From an optimization exercise on the open Yosys and OpenROAD flow, aimed at small area; shortcuts taken in it are not production practice. The RTL was checked by simulation tests, not by an equivalence proof against the original design. Power is estimated from default activity; no workload was simulated.

Design comm, start of the top module:
module comm (
     input  wire          clk,
     input  wire          reset_n,
     input  wire [7:0]    phr_psdu_in,
     input  wire          phr_psdu_in_valid,
     output wire          tx_out,
     output wire          tx_out_valid,
     input  wire          rx_in,
     output wire [7:0]    out,
     output wire [1:0]    out_valid
);
    reg        active;
    reg [7:0]  t;
    reg [4:0]  nreg;    
    reg [1:0]  g;       
    reg [8:0]  pn;
    reg [15:0] crc;
    reg [20:0] ring [0:7];
    wire       dphase = active && (t[7:3] >= 5'd10) && (t[7:3] < nreg);
    wire       sphase = active && (t[7:3] >= 5'd10);
    wire [2:0] bi = t[2:0];
    wire [7:0] r0, r1, r2;
    genvar gi;
    generate for (gi = 0; gi < 8; gi = gi + 1) begin : rd
        assign r0[gi] = ring[gi][(17 + gi) % 21];
        assign r1[gi] = ring[gi][3 + gi];
        assign r2[gi] = ring[gi][10 + gi];
    end endgenerate
    wire dbit = g[1] ? r2[bi] : g[0] ? r1[bi] : r0[bi];
    localparam [15:0] SFD = 16'hF398;
    wire       hbit = (t[7:6] == 2'b00) ? t[0] : SFD[t[3:0]];
    wire       sbit = (dphase ? dbit : ~crc[0]) ^ pn[0];
    assign tx_out_valid = active;
    assign tx_out       = active && (sphase ? sbit : hbit);
    integer k;
    always @(posedge clk) begin
        for (k = 0; k < 8; k = k + 1)
            ring[k] <= {ring[k][19:0], phr_psdu_in_valid ? phr_psdu_in[k] : ring[k][20]};
    end
    always @(posedge clk or negedge reset_n) begin
        if (~reset_n)
            active <= 1'b0;
        else if (!active)
            active <= phr_psdu_in_valid;
        else if (t[7:3] == nreg + 5'd1 && t[2:0] == 3'd7)
  ...
For scale: about 510 cells after synthesis, about 24 I/O pins.
export LEC_CHECK = 0
export CAP_MARGIN = 20
export CORE_MARGIN = 2
export CORE_UTILIZATION = 65
export SLEW_MARGIN = 20
create_clock -name core_clock -period 10.0 [get_ports {clk}]
standard.sh (not shown) runs the stock make flow with config.mk's settings and CLKGATE_MAP_FILE= SYNTH_SCRIPT=/design/flow/synth_recipe.tcl, a recipe that flattens the netlist after the stock synthesis.
==> flow/flow/run.sh <==
#!/bin/bash
# Standard layout, with a leaner clock tree (no dummy loads, larger sink
# clusters) and the smallest buffer on the ports.
set -euo pipefail
export CTS_ARGS="-sink_clustering_enable -repair_clock_nets -dont_use_dummy_load -buf_list sky130_fd_sc_hd__clkbuf_16 -sink_clustering_buffer sky130_fd_sc_hd__clkbuf_8 -sink_clustering_size 16 -sink_clustering_max_diameter 80"
export BUFFER_PORTS_ARGS="-buffer_cell sky130_fd_sc_hd__buf_1"
bash standard.sh > standard.log 2>&1
Then changed:
==> flow/flow/run.sh (replaced) <==
#!/bin/bash
# Standard layout, with a leaner clock tree (no dummy loads, larger sink
# clusters) and the smallest buffer on the ports.
set -euo pipefail
export CTS_ARGS="-sink_clustering_enable -repair_clock_nets -dont_use_dummy_load -buf_list sky130_fd_sc_hd__clkbuf_16 -sink_clustering_size 20 -sink_clustering_max_diameter 150"
export BUFFER_PORTS_ARGS="-buffer_cell sky130_fd_sc_hd__buf_1"
bash standard.sh > standard.log 2>&1
CORE_UTILIZATION = 40   (was 65)
Setup slack loses 0.071 ns.
Routed wire length went up by 3.7%.
Hold slack barely changes.
Global-route usage fell by 6.6 points.
Clock power climbs by 23%.
Then changed:
==> flow/flow/run.sh (replaced) <==
#!/bin/bash
# Standard layout, with a leaner clock tree (no dummy loads, larger sink
# clusters) and the smallest buffer on the ports.
set -euo pipefail
export CTS_ARGS="-sink_clustering_enable -repair_clock_nets -dont_use_dummy_load -buf_list sky130_fd_sc_hd__clkbuf_16 -sink_clustering_buffer sky130_fd_sc_hd__clkbuf_8 -sink_clustering_size 16 -sink_clustering_max_diameter 80"
export BUFFER_PORTS_ARGS="-buffer_cell sky130_fd_sc_hd__buf_1"
bash standard.sh > standard.log 2>&1
Result: The changed run completed without violations. Setup slack improves by 0.020 ns. Via count increases by 1.2%. Final area fell by 1.4%. Sequential cell count is unchanged. Worst hold slack is better by 0.0070 ns. Area after synthesis is unchanged.

---

Another version of the RTL of comm (not shown whole).
For scale: roughly 250 flip-flops, roughly 24 I/O pins, ~0.0063 mm2 of cells after synthesis.
// comm
module comm (
     input  wire          clk,
     input  wire          reset_n,
     input  wire [7:0]    phr_psdu_in,
     input  wire          phr_psdu_in_valid,
     output wire          tx_out,
     output wire          tx_out_valid,
     input  wire          rx_in,
     output wire [7:0]    out,
     output wire [1:0]    out_valid
);
==> flow/config.mk <==
export PLATFORM = sky130hd
export DESIGN_NAME = comm
export DESIGN_NICKNAME = comm
export VERILOG_FILES = /design/flow/design.v
export SDC_FILE = /design/flow/constraint.sdc
export NUM_CORES = 4
export LEC_CHECK = 0
export CAP_MARGIN = 20
export CORE_MARGIN = 2
export CORE_UTILIZATION = 80
export SLEW_MARGIN = 20
==> flow/constraint.sdc <==
create_clock -name core_clock -period 10.0 [get_ports {clk}]
set_input_delay 2.0000 -clock core_clock [delete_from_list [all_inputs] [get_ports {clk}]]
set_output_delay 2.0000 -clock core_clock [all_outputs]
set_load 0.01 [all_outputs]
==> flow/flow/run.sh <==
#!/bin/bash
# Layout flow: the standard.sh, with
# - synthesis: the standard synthesis, but with an area-oriented ABC script for
#   the combinational logic (flow/synth_area.tcl) and without ORFS's mapping of
#   adders to half/full-adder cells (ADDER_MAP_FILE empty; ABC maps them). The
#   flip-flops (names, count, cell types) are checked against the standard
#   synthesis, which is used instead if they differ;
# - a leaner clock tree: no dummy loads, clkbuf_8 sink clusters of up to 18
#   flip-flops, clkbuf_4 root and tree levels;
# - the smallest buffer (buf_1) on every input and output port.
# Each step's output goes to a log file in this folder (ORFS also keeps each
# step's log in orfs/logs).
set -euo pipefail
work="$PWD"
res="$work/orfs/results/$FLOW_PLATFORM/comm/base"
export CTS_ARGS="-sink_clustering_enable -repair_clock_nets -dont_use_dummy_load -buf_list sky130_fd_sc_hd__clkbuf_4 -root_buf sky130_fd_sc_hd__clkbuf_4 -sink_clustering_buffer sky130_fd_sc_hd__clkbuf_8 -sink_clustering_size 20 -sink_clustering_max_diameter 80"
export BUFFER_PORTS_ARGS="-buffer_cell sky130_fd_sc_hd__buf_1"
export AREA_ABC_SCRIPT="$work/flow/abc_area.script"
export FLOW_SYNTH_TCL="$work/synth_recipe.tcl"

flops() { grep -E '^ *sky130_fd_sc_hd__[a-z0-9_]*(df|dl)[a-z0-9_]* ' "$1" | awk '{sub(/_[0-9]+$/, "", $1); print $1, $2}' | sort; }

# 1. Standard synthesis, kept for reference.
bash standard.sh synth > synth_standard.log 2>&1
cp "$res/1_2_yosys.v" "$work/standard_1_2_yosys.v"

# 2. Area-oriented synthesis: the same make command with synth_area.tcl and
#    no adder map.
sed -e "s#SYNTH_SCRIPT=[^ ]*#SYNTH_SCRIPT=$work/flow/synth_area.tcl ADDER_MAP_FILE=#" standard.sh > area_synth.sh
rm -f "$res"/1_2_yosys.v "$res"/1_2_yosys.sdc "$res"/1_synth.odb "$res"/1_synth.sdc
if bash area_synth.sh synth > synth_area.log 2>&1 \
   && [[ -s "$res/1_2_yosys.v" ]] \
   && [[ "$(flops "$work/standard_1_2_yosys.v")" == "$(flops "$res/1_2_yosys.v")" ]]; then
  echo "area synthesis used" > synth_choice.log
else
  echo "area synthesis failed or changed the flip-flops: standard synthesis used" > synth_choice.log
  rm -f "$res"/1_2_yosys.v "$res"/1_2_yosys.sdc "$res"/1_synth.odb "$res"/1_synth.sdc
  bash standard.sh synth > synth_standard2.log 2>&1
fi

# 3. The rest of the standard layout.
bash standard.sh > standard.log 2>&1
Other scripts of this flow, unchanged in this note and not shown: flow/flow/abc_area.script, flow/flow/synth_area.tcl
Rerun with:
--- a/flow/flow/run.sh
+++ b/flow/flow/run.sh
@@ -15,3 +15,3 @@
 res="$work/orfs/results/$FLOW_PLATFORM/comm/base"
-export CTS_ARGS="-sink_clustering_enable -repair_clock_nets -dont_use_dummy_load -buf_list sky130_fd_sc_hd__clkbuf_4 -root_buf sky130_fd_sc_hd__clkbuf_4 -sink_clustering_buffer sky130_fd_sc_hd__clkbuf_8 -sink_clustering_size 20 -sink_clustering_max_diameter 80"
+export CTS_ARGS="-sink_clustering_enable -repair_clock_nets -dont_use_dummy_load -buf_list sky130_fd_sc_hd__clkbuf_4 -root_buf sky130_fd_sc_hd__clkbuf_4 -sink_clustering_buffer sky130_fd_sc_hd__clkbuf_8 -sink_clustering_size 18 -sink_clustering_max_diameter 80"
 export BUFFER_PORTS_ARGS="-buffer_cell sky130_fd_sc_hd__buf_1"
CORE_UTILIZATION = 65   (was 80)
What happened: Die area came out higher by 22%. Clock skew went down by 42 ps. Global-route usage came out lower by 13 points. Design area increases by 0.82%. Sequential share of layout area falls by 0.62 points. Total power drops by 2.4%. Routed wire length falls by 28%. Via count goes down by 10%. Synthesized cell count stays the same.

[port drivers added, routing unchanged]
No port has a modelled driver above. Below, the same layouts with a new extraction and two added sets of constraints. Step 1 assumes that a clkbuf_16 drives the clock port and a buf_2 every other input. Step 2 times the ports against the registers' clock, not the clock port: input delays grow and output delays shrink by t, the midpoint of the rising clock arrivals with the driver on. a / b / c = ideal / step 1 / step 2; a / b = the first two.
run	t (ns)	setup WS [ns]	worst hold slack (ns)	worst register clock-pin slew, ns	cell pins on the clock port's net
the first run of note 1	0.478	5.011 / 4.973 / 5.451	0.296 / 0.296 / 0.296	0.10 / 0.10	1
the second run of note 1	0.499	4.940 / 4.899 / 5.398	0.297 / 0.297 / 0.297	0.08 / 0.08	1
the third run of note 1	0.486	4.960 / 4.920 / 5.406	0.304 / 0.304 / 0.304	0.10 / 0.10	1
the first run of note 2	0.592	4.206 / 4.180 / 4.772	0.257 / 0.257 / 0.257	0.12 / 0.12	1
the second run of note 2	0.578	4.842 / 4.811 / 5.389	0.293 / 0.293 / 0.293	0.10 / 0.10	1
After both steps setup and hold are still met in every run listed.
